Source: an optimization exercise on an open RTL-to-GDS flow (aim: small area). Production flows keep margins and buffers that such runs may drop.
Function was checked by simulation only, so behaviour that the tests miss may differ from the original.

==> module edgeDetection2, before the edit <==
module edgeDetection2(
    input  logic        clk,
    input  logic        n_rst,
    input  logic        startSignal,
    input  logic [23:0] inputData,
    input  logic        rwError,
    input  logic        readDone,
    input  logic        writeDone,
    output logic [31:0] readAddress,
    output logic [7:0]  outputData,
    output logic        readEnable,
    output logic        writeEnable,
    output logic        outputError
);
localparam [2:0] IDLE = 3'd0, GEN = 3'd1, WAITD = 3'd2, STORE = 3'd3,
                 ERR = 3'd4, WRITE = 3'd5;
reg [2:0] state;
wire exec  = (state == GEN);
wire sWait = (state == WAITD);
wire store = (state == STORE);
wire grab  = (state == WAITD) & readDone & ~rwError;
reg  [3:0] cnt;      
reg        np3;      
wire       cntTop = np3 ? (cnt == 4'd3) : (cnt == 4'd9);
always_ff @(posedge clk, negedge n_rst)
    if (!n_rst) state <= IDLE;
    else case (state)
        IDLE:    if (startSignal) state <= GEN;
        GEN:     state <= WAITD;
        WAITD:   if (rwError) state <= ERR; else if (readDone) state <= STORE;
        STORE:   state <= cntTop ? WRITE : GEN;
        WRITE:   if (writeDone) state <= GEN;
        default: state <= state;
    endcase
assign readEnable  = (state == WAITD);
assign writeEnable = (state == WRITE);
assign outputError = (state == ERR);
reg [1:0] row;       
reg [9:0] col;       
reg [8:0] off;       
wire rowWrap = row[1] & row[0];
wire colWrap = col[9] & col[7];
wire offWrap = &{off[8:6], off[4:1]};
reg  np3Pre;
wire colWrapD2 = np3 & ~np3Pre;
wire [9:0] colInc; wire [10:0] colC;
wire [8:0] offInc; wire [9:0] offC;
assign colC[0] = rowWrap;
assign offC[0] = colWrap;
genvar gi;
generate
    for (gi = 0; gi < 10; gi = gi + 1) begin : colIncBit
        ha_u u (.a(col[gi]), .b(colC[gi]), .s(colInc[gi]), .co(colC[gi+1]));
    end
    for (gi = 0; gi < 9; gi = gi + 1) begin : offIncBit
        ha_u u (.a(off[gi]), .b(offC[gi]), .s(offInc[gi]), .co(offC[gi+1]));
    end
endgenerate
always_ff @(posedge clk, negedge n_rst)
    if (!n_rst) begin
        row <= '0; col <= '0; off <= '0;
        np3Pre <= 1'b0; np3 <= 1'b0;
    end else begin
        if (rowWrap) row <= '0; else if (exec) row <= {row[1] ^ row[0], ~row[0]};
        col <= colInc & {10{~colWrap}};
        off <= offInc & {9{~(offWrap & ~(exec | sWait))}};
        np3Pre <= (|col[9:2]) | (col[1] & col[0]);
        np3 <= np3Pre;
    end
wire rowZ  = ~(row[1] | row[0]);
wire colZ  = ~(|col);
wire offZ  = ~(|off);
wire back  = rowZ & colZ;             
wire [6:0] colLoDec; wire [7:0] colBw;
assign colBw[0] = rowZ;
generate
    for (gi = 0; gi < 7; gi = gi + 1) begin : colDecBit
        assign colLoDec[gi] = col[gi] ^ colBw[gi];
        assign colBw[gi+1]  = ~col[gi] & colBw[gi];
    end
endgenerate
wire [2:0] colHi = back ? 3'd4 : (col[9:7] - {2'd0, colBw[7]});
wire [1:0] k = rowZ ? (back ? 2'd1 : 2'd2) : (row - 2'd1);
wire [8:0] offR = off | ({9{back & offZ}} & 9'd478);
wire [11:0] addrHi;
addr_calc addrCalc (.row(k), .off(offR), .col(colHi), .hi(addrHi));
assign readAddress = {8'd0, addrHi, colLoDec, 5'd0};
always_ff @(posedge clk, negedge n_rst)
    if (!n_rst) cnt <= '0;
    else if (colWrapD2) cnt <= '0;
    else if (grab) begin
        if (np3 ? (cnt >= 4'd3) : (cnt >= 4'd9)) cnt <= 4'd1;
        else cnt <= cnt + 4'd1;
    end
wire [7:0] grey;
grey_conv greyConv (.inputData(inputData), .g(grey));
reg [7:0] pixel;
always_ff @(posedge clk) pixel <= grey;
reg [7:0] m1, m2, m3, n4, m5, m6, n7, n8, n9;
wire [7:0] npixel = ~pixel;
wire shift3 = np3 & store & (cnt == 4'd1);
wire [9:0] ld;       
assign ld[0] = 1'b0;
generate
    for (gi = 1; gi < 10; gi = gi + 1) begin : ldDec
        assign ld[gi] = ~np3 & (gi == 9 ? (cnt == 4'd9 || cnt == 4'd0) : (cnt == gi));
    end
endgenerate
wire [7:0] m1d, m2d, n4d, m5d, n7d, n8d;
wire h1 = ~(ld[1] | shift3), h2 = ~(ld[4] | shift3), h4 = ~(ld[2] | shift3),
     h5 = ~(ld[5] | shift3), h7 = ~(ld[3] | shift3), h8 = ~(ld[6] | shift3);
generate
    for (gi = 0; gi < 8; gi = gi + 1) begin : winSel
        sel3_u s1 (.a(m1[gi]), .b(m2[gi]),  .c(pixel[gi]),  .sa(h1), .sb(shift3), .sc(ld[1]), .y(m1d[gi]));
        sel3_u s2 (.a(m2[gi]), .b(m3[gi]),  .c(pixel[gi]),  .sa(h2), .sb(shift3), .sc(ld[4]), .y(m2d[gi]));
        sel3n_u s4 (.a(~n4[gi]), .b(m5[gi]), .c(pixel[gi]), .sa(h4), .sb(shift3), .sc(ld[2]), .y(n4d[gi]));
        sel3_u s5 (.a(m5[gi]), .b(m6[gi]),  .c(pixel[gi]),  .sa(h5), .sb(shift3), .sc(ld[5]), .y(m5d[gi]));
        sel3_u s7 (.a(n7[gi]), .b(n8[gi]),  .c(npixel[gi]), .sa(h7), .sb(shift3), .sc(ld[3]), .y(n7d[gi]));
        sel3_u s8 (.a(n8[gi]), .b(n9[gi]),  .c(npixel[gi]), .sa(h8), .sb(shift3), .sc(ld[6]), .y(n8d[gi]));
    end
endgenerate
always_ff @(posedge clk) begin
    m1 <= m1d; m2 <= m2d; n4 <= n4d; m5 <= m5d; n7 <= n7d; n8 <= n8d;
    if (ld[7] | (np3 & store & (cnt == 4'd1))) m3 <= pixel;
    if (ld[8] | (np3 & store & (cnt == 4'd2))) m6 <= pixel;
    if (ld[9] | (np3 & store & (cnt == 4'd3))) n9 <= npixel;
end
wire [7:0] mag;
sobel_mag sobelMag (.m1(m1), .m2(m2), .m3(m3), .n4(n4), .m6(m6), .n7(n7),
                    .n8(n8), .n9(npixel), .outputData(mag));
reg [7:0] outR;
always_ff @(posedge clk) outR <= mag;
assign outputData = outR;
endmodule
Settings: LEC_CHECK=0, CAP_MARGIN=20, CORE_MARGIN=2, CORE_UTILIZATION=40, SLEW_MARGIN=20, SYNTH_HIERARCHICAL=1; clock period 12.0 ns.
standard.sh (not shown) runs the stock make flow with config.mk's settings and CLKGATE_MAP_FILE= SYNTH_SCRIPT=/design/flow/synth_recipe.tcl, a recipe that flattens the netlist after the stock synthesis.
==> flow/flow/run.sh <==
#!/bin/bash
set -e
export BUFFER_PORTS_ARGS="-buffer_cell sky130_fd_sc_hd__buf_1"
export CTS_ARGS="-sink_clustering_enable -repair_clock_nets -dont_use_dummy_load -buf_list sky130_fd_sc_hd__clkbuf_4 -sink_clustering_size 20 -sink_clustering_max_diameter 120"
bash standard.sh > standard.log 2>&1
The first run finished with timing, DRC and antenna clean.
Rerun with:
--- a/flow/design.v
+++ b/flow/design.v
@@ -270,6 +270,6 @@
 wire [9:0] colInc; wire [10:0] colC;
 wire [8:0] offInc; wire [9:0] offC;
-assign colC[0] = rowWrap;
-assign offC[0] = colWrap;
+assign colC[0] = 1'b1;
+assign offC[0] = 1'b1;
 genvar gi;
 generate
@@ -287,6 +287,7 @@
     end else begin
         if (rowWrap) row <= '0; else if (exec) row <= {row[1] ^ row[0], ~row[0]};
-        col <= colInc & {10{~colWrap}};
-        off <= offInc & {9{~(offWrap & ~(exec | sWait))}};
+        if (colWrap) col <= '0; else if (rowWrap) col <= colInc;
+        if (offWrap) begin if (!(exec | sWait)) off <= '0; end
+        else if (colWrap) off <= offInc;
         np3Pre <= (|col[9:2]) | (col[1] & col[0]);
         np3 <= np3Pre;
=>
- hold slack improves by 53 ps
- worst setup slack degrades by 110 ps
- sequential share of layout area went down by 0.38 points
- design area went up by 1.2%
- wire length went up by 1.4%
- die area went up by about 1.2%
- core utilization went up by 0.25 points
- global-route usage barely changes
- clock skew went up by 8.0 ps
- final cell count went up by about 1.8%

## re-timing with driven ports
Ports are ideal in the flow. The routed layouts listed here were re-timed in OpenROAD. Step 1 sets driving cells, clkbuf_16 on the clock port and buf_2 on the other inputs (assumed; they add their load-dependent delay and slew). Step 2 also shifts input and output timing later by t, the mid clock arrival at the registers, as if the neighbouring blocks saw the same clock. Three values: no drivers, after step 1, after step 2; two values: the first two.
| run | t (ns) | setup WS [ns] | hold WS [ns] |
|---|---|---|---|
| the first run | 0.542 | 1.329 / 1.329 / 1.329 | 0.377 / 0.377 / 0.377 |
| the second run | 0.541 | 1.218 / 1.218 / 1.218 | 0.430 / 0.430 / 0.430 |
After both steps every run listed still meets setup and hold.
